This design comes from an exercise in tuning for small area and a short achievable clock period on the open sky130 flow, not from production work. Only simulation tests tie the RTL to the original design; equivalence was not proved. No activity file was given, so power comes from the tool's default toggle rates.

==> 10-01: inputs <==
==> flow/design.v (excerpt) <==
module rat_round #(parameter WIDTH=32) (
        input clk,
        input rst,
        input [WIDTH-1:0] in_num,
        input [WIDTH-1:0] in_den,
        output wire [WIDTH-1:0] out_num,
        output wire [WIDTH-1:0] out_den,
        output wire rdy
    );
export LEC_CHECK = 0
export ABC_AREA = 1
export CAP_MARGIN = 20
export CORE_MARGIN = 2
export CORE_UTILIZATION = 60
export CTS_BUF_LIST = sky130_fd_sc_hd__clkbuf_16
export CTS_CLUSTER_DIAMETER = 100
export CTS_CLUSTER_SIZE = 22
export GPL_ROUTABILITY_DRIVEN = 0
export PLACE_DENSITY = 0.85
export SLEW_MARGIN = 70
create_clock -name core_clock -period 72.0 [get_ports {clk}]
standard.sh (not shown) runs the stock make flow with config.mk's settings and CLKGATE_MAP_FILE= SYNTH_SCRIPT=/design/flow/synth_recipe.tcl, a recipe that flattens the netlist after the stock synthesis.
==> flow/flow/run.sh <==
#!/bin/bash
# Own layout flow: the standard synthesis and layout (standard.sh), except
# that the input and output ports are buffered with buf_2 cells rather than the
# clkdlybuf4s50 delay buffer that buffer_ports picks by itself.
set -euo pipefail
cd "$(dirname "$(readlink -f "$0")")/.."
bash standard.sh synth > flow_synth.log 2>&1
bash standard.sh "BUFFER_PORTS_ARGS=-buffer_cell sky130_fd_sc_hd__buf_2" finish > flow_layout.log 2>&1
==> inputs of 11-09, as changes to 10-01 <==
--- a/flow/design.v
+++ b/flow/design.v
@@ -147,36 +147,25 @@
     assign p26[2] = q26 ? (r26_e2 ~^ r26g_25) : x26[2];
     assign p26[3] = q26 ? (r26_e3 ~^ r26g_31) : x26[3];
     assign p26[4] = q26 ? (r26_e4 ~^ r26g_33) : x26[4];
     assign p26[5] = q26 ? (r26_e5 ~^ r26g_35) : x26[5];
     wire [31:26] qq26 = {qq27, q26};
-    reg [5:0] a_p;
-    reg [31:26] a_q;
-    reg [25:0] a_n;
-    reg [31:0] a_d;
-    always @(posedge clk) begin
-        a_p <= p26;
-        a_q <= qq26;
-        a_n <= n0[25:0];
-        a_d <= d0;
-    end
-    wire [31:0] a_nx = {6'b0, a_n};
-    wire [6:0] x25 = {a_p, a_nx[25]};
-    wire r25_g0 = ~x25[0] & a_d[0];
-    wire r25_e0 = ~(x25[0] ^ a_d[0]);
-    wire r25_g1 = ~x25[1] & a_d[1];
-    wire r25_e1 = ~(x25[1] ^ a_d[1]);
-    wire r25_g2 = ~x25[2] & a_d[2];
-    wire r25_e2 = ~(x25[2] ^ a_d[2]);
-    wire r25_g3 = ~x25[3] & a_d[3];
-    wire r25_e3 = ~(x25[3] ^ a_d[3]);
-    wire r25_g4 = ~x25[4] & a_d[4];
-    wire r25_e4 = ~(x25[4] ^ a_d[4]);
-    wire r25_g5 = ~x25[5] & a_d[5];
-    wire r25_e5 = ~(x25[5] ^ a_d[5]);
-    wire r25_g6 = ~x25[6] & a_d[6];
-    wire r25_e6 = ~(x25[6] ^ a_d[6]);
+    wire [6:0] x25 = {p26, n0[25]};
+    wire r25_g0 = ~x25[0] & d0[0];
+    wire r25_e0 = ~(x25[0] ^ d0[0]);
+    wire r25_g1 = ~x25[1] & d0[1];
+    wire r25_e1 = ~(x25[1] ^ d0[1]);
+    wire r25_g2 = ~x25[2] & d0[2];
+    wire r25_e2 = ~(x25[2] ^ d0[2]);
+    wire r25_g3 = ~x25[3] & d0[3];
+    wire r25_e3 = ~(x25[3] ^ d0[3]);
+    wire r25_g4 = ~x25[4] & d0[4];
+    wire r25_e4 = ~(x25[4] ^ d0[4]);
+    wire r25_g5 = ~x25[5] & d0[5];
+    wire r25_e5 = ~(x25[5] ^ d0[5]);
+    wire r25_g6 = ~x25[6] & d0[6];
+    wire r25_e6 = ~(x25[6] ^ d0[6]);
     wire r25g_39 = r25_g1 | (r25_e1 & r25_g0);
     wire r25p_40 = r25_e1 & r25_e0;
     wire r25g_41 = r25_g3 | (r25_e3 & r25_g2);
     wire r25p_42 = r25_e3 & r25_e2;
     wire r25g_43 = r25_g5 | (r25_e5 & r25_g4);
@@ -191,21 +180,32 @@
     wire r25p_52 = r25_e4 & r25p_48;
     wire r25g_53 = r25g_43 | (r25p_44 & r25g_47);
     wire r25p_54 = r25p_44 & r25p_48;
     wire r25g_55 = r25g_49 | (r25p_50 & r25g_47);
     wire r25p_56 = r25p_50 & r25p_48;
-    wire q25 = ~r25g_55 & ~|a_d[31:7];
+    wire q25 = ~r25g_55 & ~|d0[31:7];
     wire [6:0] p25;
     assign p25[0] = q25 ? (r25_e0 ~^ 1'b0) : x25[0];
     assign p25[1] = q25 ? (r25_e1 ~^ r25_g0) : x25[1];
     assign p25[2] = q25 ? (r25_e2 ~^ r25g_39) : x25[2];
     assign p25[3] = q25 ? (r25_e3 ~^ r25g_45) : x25[3];
     assign p25[4] = q25 ? (r25_e4 ~^ r25g_47) : x25[4];
     assign p25[5] = q25 ? (r25_e5 ~^ r25g_51) : x25[5];
     assign p25[6] = q25 ? (r25_e6 ~^ r25g_53) : x25[6];
-    wire [31:25] qq25 = {a_q, q25};
-    wire [7:0] x24 = {p25, a_nx[24]};
+    wire [31:25] qq25 = {qq26, q25};
+    reg [6:0] a_p;
+    reg [31:25] a_q;
+    reg [24:0] a_n;
+    reg [31:0] a_d;
+    always @(posedge clk) begin
+        a_p <= p25;
+        a_q <= qq25;
+        a_n <= n0[24:0];
+        a_d <= d0;
+    end
+    wire [31:0] a_nx = {7'b0, a_n};
+    wire [7:0] x24 = {a_p, a_nx[24]};
     wire r24_g0 = ~x24[0] & a_d[0];
     wire r24_e0 = ~(x24[0] ^ a_d[0]);
     wire r24_g1 = ~x24[1] & a_d[1];
     wire r24_e1 = ~(x24[1] ^ a_d[1]);
     wire r24_g2 = ~x24[2] & a_d[2];
@@ -252,11 +252,11 @@
     assign p24[3] = q24 ? (r24_e3 ~^ r24g_65) : x24[3];
     assign p24[4] = q24 ? (r24_e4 ~^ r24g_67) : x24[4];
     assign p24[5] = q24 ? (r24_e5 ~^ r24g_73) : x24[5];
     assign p24[6] = q24 ? (r24_e6 ~^ r24g_75) : x24[6];
     assign p24[7] = q24 ? (r24_e7 ~^ r24g_77) : x24[7];
-    wire [31:24] qq24 = {qq25, q24};
+    wire [31:24] qq24 = {a_q, q24};
     wire [8:0] x23 = {p24, a_nx[23]};
     wire r23_g0 = ~x23[0] & a_d[0];
     wire r23_e0 = ~(x23[0] ^ a_d[0]);
     wire r23_g1 = ~x23[1] & a_d[1];
     wire r23_e1 = ~(x23[1] ^ a_d[1]);
CTS_CLUSTER_DIAMETER = 80   (was 100)
CTS_CLUSTER_SIZE = 16   (was 22)
SLEW_MARGIN = 80   (was 70)
==> summary of the runs <==
Sequential power is about the same in 11-09 and 10-01. In 10-01 the worst setup slack is better than in 11-09, by 0.084 ns. Against 10-01, the worst hold slack of 11-09 is better by 0.0034 ns. In 11-09 the clock skew is lower than in 10-01, by 0.027 ns. Against 10-01, the final cell count of 11-09 is higher by 0.89%.
==> figures <==
| metric | 10-01 | 11-09 |
|---|---|---|
| Multi-input gate area | 0.02831 mm2 | 0.02911 mm2 |
| Count of sequential standard cells | 248 | 249 |
| Number of cells produced by synthesis | 5568 | 5583 |
| Final hold slack | 0.3164 ns | 0.3198 ns |
| Outcome | finished clean | finished clean |
| Capturing element of the worst setup path | b_p[15] | a_p[3] |
| Worst setup slack after layout | 46.31 ns | 46.22 ns |
| Flip-flop and latch count after synthesis | 248 | 249 |
| M2 GR Usage | 0.5387 | 0.5736 |
| Internal Dissipation | 593.4 uW | 621.1 uW |
| Largest net degree at the start of global routing | 50 | 51 |
| Net switching power | 681.9 uW | 707.1 uW |

---

==> run a <==
rat_round with an RTL version that a note above also has.
clock: 72.0 ns
lec_check: 0
abc_area: 1
cap_margin: 20
core_margin: 2
core_utilization: 60
cts_buf_list: sky130_fd_sc_hd__clkbuf_8 sky130_fd_sc_hd__clkbuf_16
cts_cluster_diameter: 60
cts_cluster_size: 12
gpl_routability_driven: 0
place_density: 0.85
slew_margin: 80
Scripts as last shown in full above: flow/flow/run.sh
==> run b: changes against run a <==
--- a/flow/design.v
+++ b/flow/design.v
@@ -145,29 +145,40 @@
     assign p26[0] = q26 ? (r26_e0 ~^ 1'b0) : x26[0];
     assign p26[1] = q26 ? (r26_e1 ~^ r26_g0) : x26[1];
     assign p26[2] = q26 ? (r26_e2 ~^ r26g_25) : x26[2];
     assign p26[3] = q26 ? (r26_e3 ~^ r26g_31) : x26[3];
     assign p26[4] = q26 ? (r26_e4 ~^ r26g_33) : x26[4];
     assign p26[5] = q26 ? (r26_e5 ~^ r26g_35) : x26[5];
     wire [31:26] qq26 = {qq27, q26};
-    wire [6:0] x25 = {p26, n0[25]};
-    wire r25_g0 = ~x25[0] & d0[0];
-    wire r25_e0 = ~(x25[0] ^ d0[0]);
-    wire r25_g1 = ~x25[1] & d0[1];
-    wire r25_e1 = ~(x25[1] ^ d0[1]);
-    wire r25_g2 = ~x25[2] & d0[2];
-    wire r25_e2 = ~(x25[2] ^ d0[2]);
-    wire r25_g3 = ~x25[3] & d0[3];
-    wire r25_e3 = ~(x25[3] ^ d0[3]);
-    wire r25_g4 = ~x25[4] & d0[4];
-    wire r25_e4 = ~(x25[4] ^ d0[4]);
-    wire r25_g5 = ~x25[5] & d0[5];
-    wire r25_e5 = ~(x25[5] ^ d0[5]);
-    wire r25_g6 = ~x25[6] & d0[6];
-    wire r25_e6 = ~(x25[6] ^ d0[6]);
+    reg [5:0] a_p;
+    reg [31:26] a_q;
+    reg [25:0] a_n;
+    reg [31:0] a_d;
+    always @(posedge clk) begin
+        a_p <= p26;
+        a_q <= qq26;
+        a_n <= n0[25:0];
+        a_d <= d0;
+    end
+    wire [31:0] a_nx = {6'b0, a_n};
+    wire [6:0] x25 = {a_p, a_nx[25]};
+    wire r25_g0 = ~x25[0] & a_d[0];
+    wire r25_e0 = ~(x25[0] ^ a_d[0]);
+    wire r25_g1 = ~x25[1] & a_d[1];
+    wire r25_e1 = ~(x25[1] ^ a_d[1]);
+    wire r25_g2 = ~x25[2] & a_d[2];
+    wire r25_e2 = ~(x25[2] ^ a_d[2]);
+    wire r25_g3 = ~x25[3] & a_d[3];
+    wire r25_e3 = ~(x25[3] ^ a_d[3]);
+    wire r25_g4 = ~x25[4] & a_d[4];
+    wire r25_e4 = ~(x25[4] ^ a_d[4]);
+    wire r25_g5 = ~x25[5] & a_d[5];
+    wire r25_e5 = ~(x25[5] ^ a_d[5]);
+    wire r25_g6 = ~x25[6] & a_d[6];
+    wire r25_e6 = ~(x25[6] ^ a_d[6]);
     wire r25g_39 = r25_g1 | (r25_e1 & r25_g0);
     wire r25p_40 = r25_e1 & r25_e0;
     wire r25g_41 = r25_g3 | (r25_e3 & r25_g2);
     wire r25p_42 = r25_e3 & r25_e2;
     wire r25g_43 = r25_g5 | (r25_e5 & r25_g4);
     wire r25p_44 = r25_e5 & r25_e4;
     wire r25g_45 = r25_g2 | (r25_e2 & r25g_39);
@@ -178,36 +189,25 @@
     wire r25p_50 = r25_e6 & r25p_44;
     wire r25g_51 = r25_g4 | (r25_e4 & r25g_47);
     wire r25p_52 = r25_e4 & r25p_48;
     wire r25g_53 = r25g_43 | (r25p_44 & r25g_47);
     wire r25p_54 = r25p_44 & r25p_48;
     wire r25g_55 = r25g_49 | (r25p_50 & r25g_47);
     wire r25p_56 = r25p_50 & r25p_48;
-    wire q25 = ~r25g_55 & ~|d0[31:7];
+    wire q25 = ~r25g_55 & ~|a_d[31:7];
     wire [6:0] p25;
     assign p25[0] = q25 ? (r25_e0 ~^ 1'b0) : x25[0];
     assign p25[1] = q25 ? (r25_e1 ~^ r25_g0) : x25[1];
     assign p25[2] = q25 ? (r25_e2 ~^ r25g_39) : x25[2];
     assign p25[3] = q25 ? (r25_e3 ~^ r25g_45) : x25[3];
     assign p25[4] = q25 ? (r25_e4 ~^ r25g_47) : x25[4];
     assign p25[5] = q25 ? (r25_e5 ~^ r25g_51) : x25[5];
     assign p25[6] = q25 ? (r25_e6 ~^ r25g_53) : x25[6];
-    wire [31:25] qq25 = {qq26, q25};
-    reg [6:0] a_p;
-    reg [31:25] a_q;
-    reg [24:0] a_n;
-    reg [31:0] a_d;
-    always @(posedge clk) begin
-        a_p <= p25;
-        a_q <= qq25;
-        a_n <= n0[24:0];
-        a_d <= d0;
-    end
-    wire [31:0] a_nx = {7'b0, a_n};
-    wire [7:0] x24 = {a_p, a_nx[24]};
+    wire [31:25] qq25 = {a_q, q25};
+    wire [7:0] x24 = {p25, a_nx[24]};
     wire r24_g0 = ~x24[0] & a_d[0];
     wire r24_e0 = ~(x24[0] ^ a_d[0]);
     wire r24_g1 = ~x24[1] & a_d[1];
     wire r24_e1 = ~(x24[1] ^ a_d[1]);
     wire r24_g2 = ~x24[2] & a_d[2];
     wire r24_e2 = ~(x24[2] ^ a_d[2]);
     wire r24_g3 = ~x24[3] & a_d[3];
@@ -250,15 +250,15 @@
     assign p24[1] = q24 ? (r24_e1 ~^ r24_g0) : x24[1];
     assign p24[2] = q24 ? (r24_e2 ~^ r24g_57) : x24[2];
     assign p24[3] = q24 ? (r24_e3 ~^ r24g_65) : x24[3];
     assign p24[4] = q24 ? (r24_e4 ~^ r24g_67) : x24[4];
     assign p24[5] = q24 ? (r24_e5 ~^ r24g_73) : x24[5];
     assign p24[6] = q24 ? (r24_e6 ~^ r24g_75) : x24[6];
     assign p24[7] = q24 ? (r24_e7 ~^ r24g_77) : x24[7];
-    wire [31:24] qq24 = {a_q, q24};
+    wire [31:24] qq24 = {qq25, q24};
     wire [8:0] x23 = {p24, a_nx[23]};
     wire r23_g0 = ~x23[0] & a_d[0];
     wire r23_e0 = ~(x23[0] ^ a_d[0]);
     wire r23_g1 = ~x23[1] & a_d[1];
     wire r23_e1 = ~(x23[1] ^ a_d[1]);
     wire r23_g2 = ~x23[2] & a_d[2];
     wire r23_e2 = ~(x23[2] ^ a_d[2]);
CTS_BUF_LIST = sky130_fd_sc_hd__clkbuf_16   (was sky130_fd_sc_hd__clkbuf_8 sky130_fd_sc_hd__clkbuf_16)
CTS_CLUSTER_DIAMETER = 100   (was 60)
CTS_CLUSTER_SIZE = 22   (was 12)
PLACE_DENSITY = 0.65   (was 0.85)
SLEW_MARGIN = 70   (was 80)
==> results.txt <==
status=no timing/DRC/antenna violations; Detailed Route WL=102000 µm; critical path data arrival time=around 12 ns; Placed Area=0.0380 mm²; Power, Total=between 1000 and 1500 µW; GR met3 Demand/Resource=0.0329; Core Util, Final=0.640; power share of the combinational group=0.781
# the run above: run b

==> results.txt <==
status=no timing/DRC/antenna violations; critical path data arrival time=26.31 ns; Power, Total=1370 µW; Placed Area=about 0.04 mm²; Detailed Route WL=roughly 100000 µm
# the run above: run a

## re-timing with driven ports
Ports are ideal in the flow. The routed layouts listed here were re-timed in OpenROAD.
Step 1 sets driving cells, clkbuf_16 on the clock port and buf_2 on the other inputs (assumed; they add their load-dependent delay and slew).
Step 2 also shifts input and output timing later by t, the mid clock arrival at the registers, as if the neighbouring blocks saw the same clock.
Slacks: ideal ports / drivers / drivers and shift; pairs: ideal ports / drivers.
| run | t, ns | setup WS [ns] | worst register clock-pin slew, ns | pins driven straight from the clock port |
|---|---|---|---|---|
| 10-01 | 0.585 | 46.308 / 46.308 / 46.308 | 0.10 / 0.10 | 1 |
| 11-09 | 0.583 | 46.225 / 46.262 / 45.679 | 0.08 / 0.08 | 1 |
| run a | 0.633 | 46.215 / 46.252 / 45.619 | 0.06 / 0.06 | 1 |
| run b | 0.603 | 45.801 / 45.737 / 45.885 | 0.10 / 0.10 | 1 |
After both steps every run listed still meets setup and hold. For run a, which loses most, drivers alone change the setup slack by +0.037 ns; drivers and shift together by -0.596 ns.
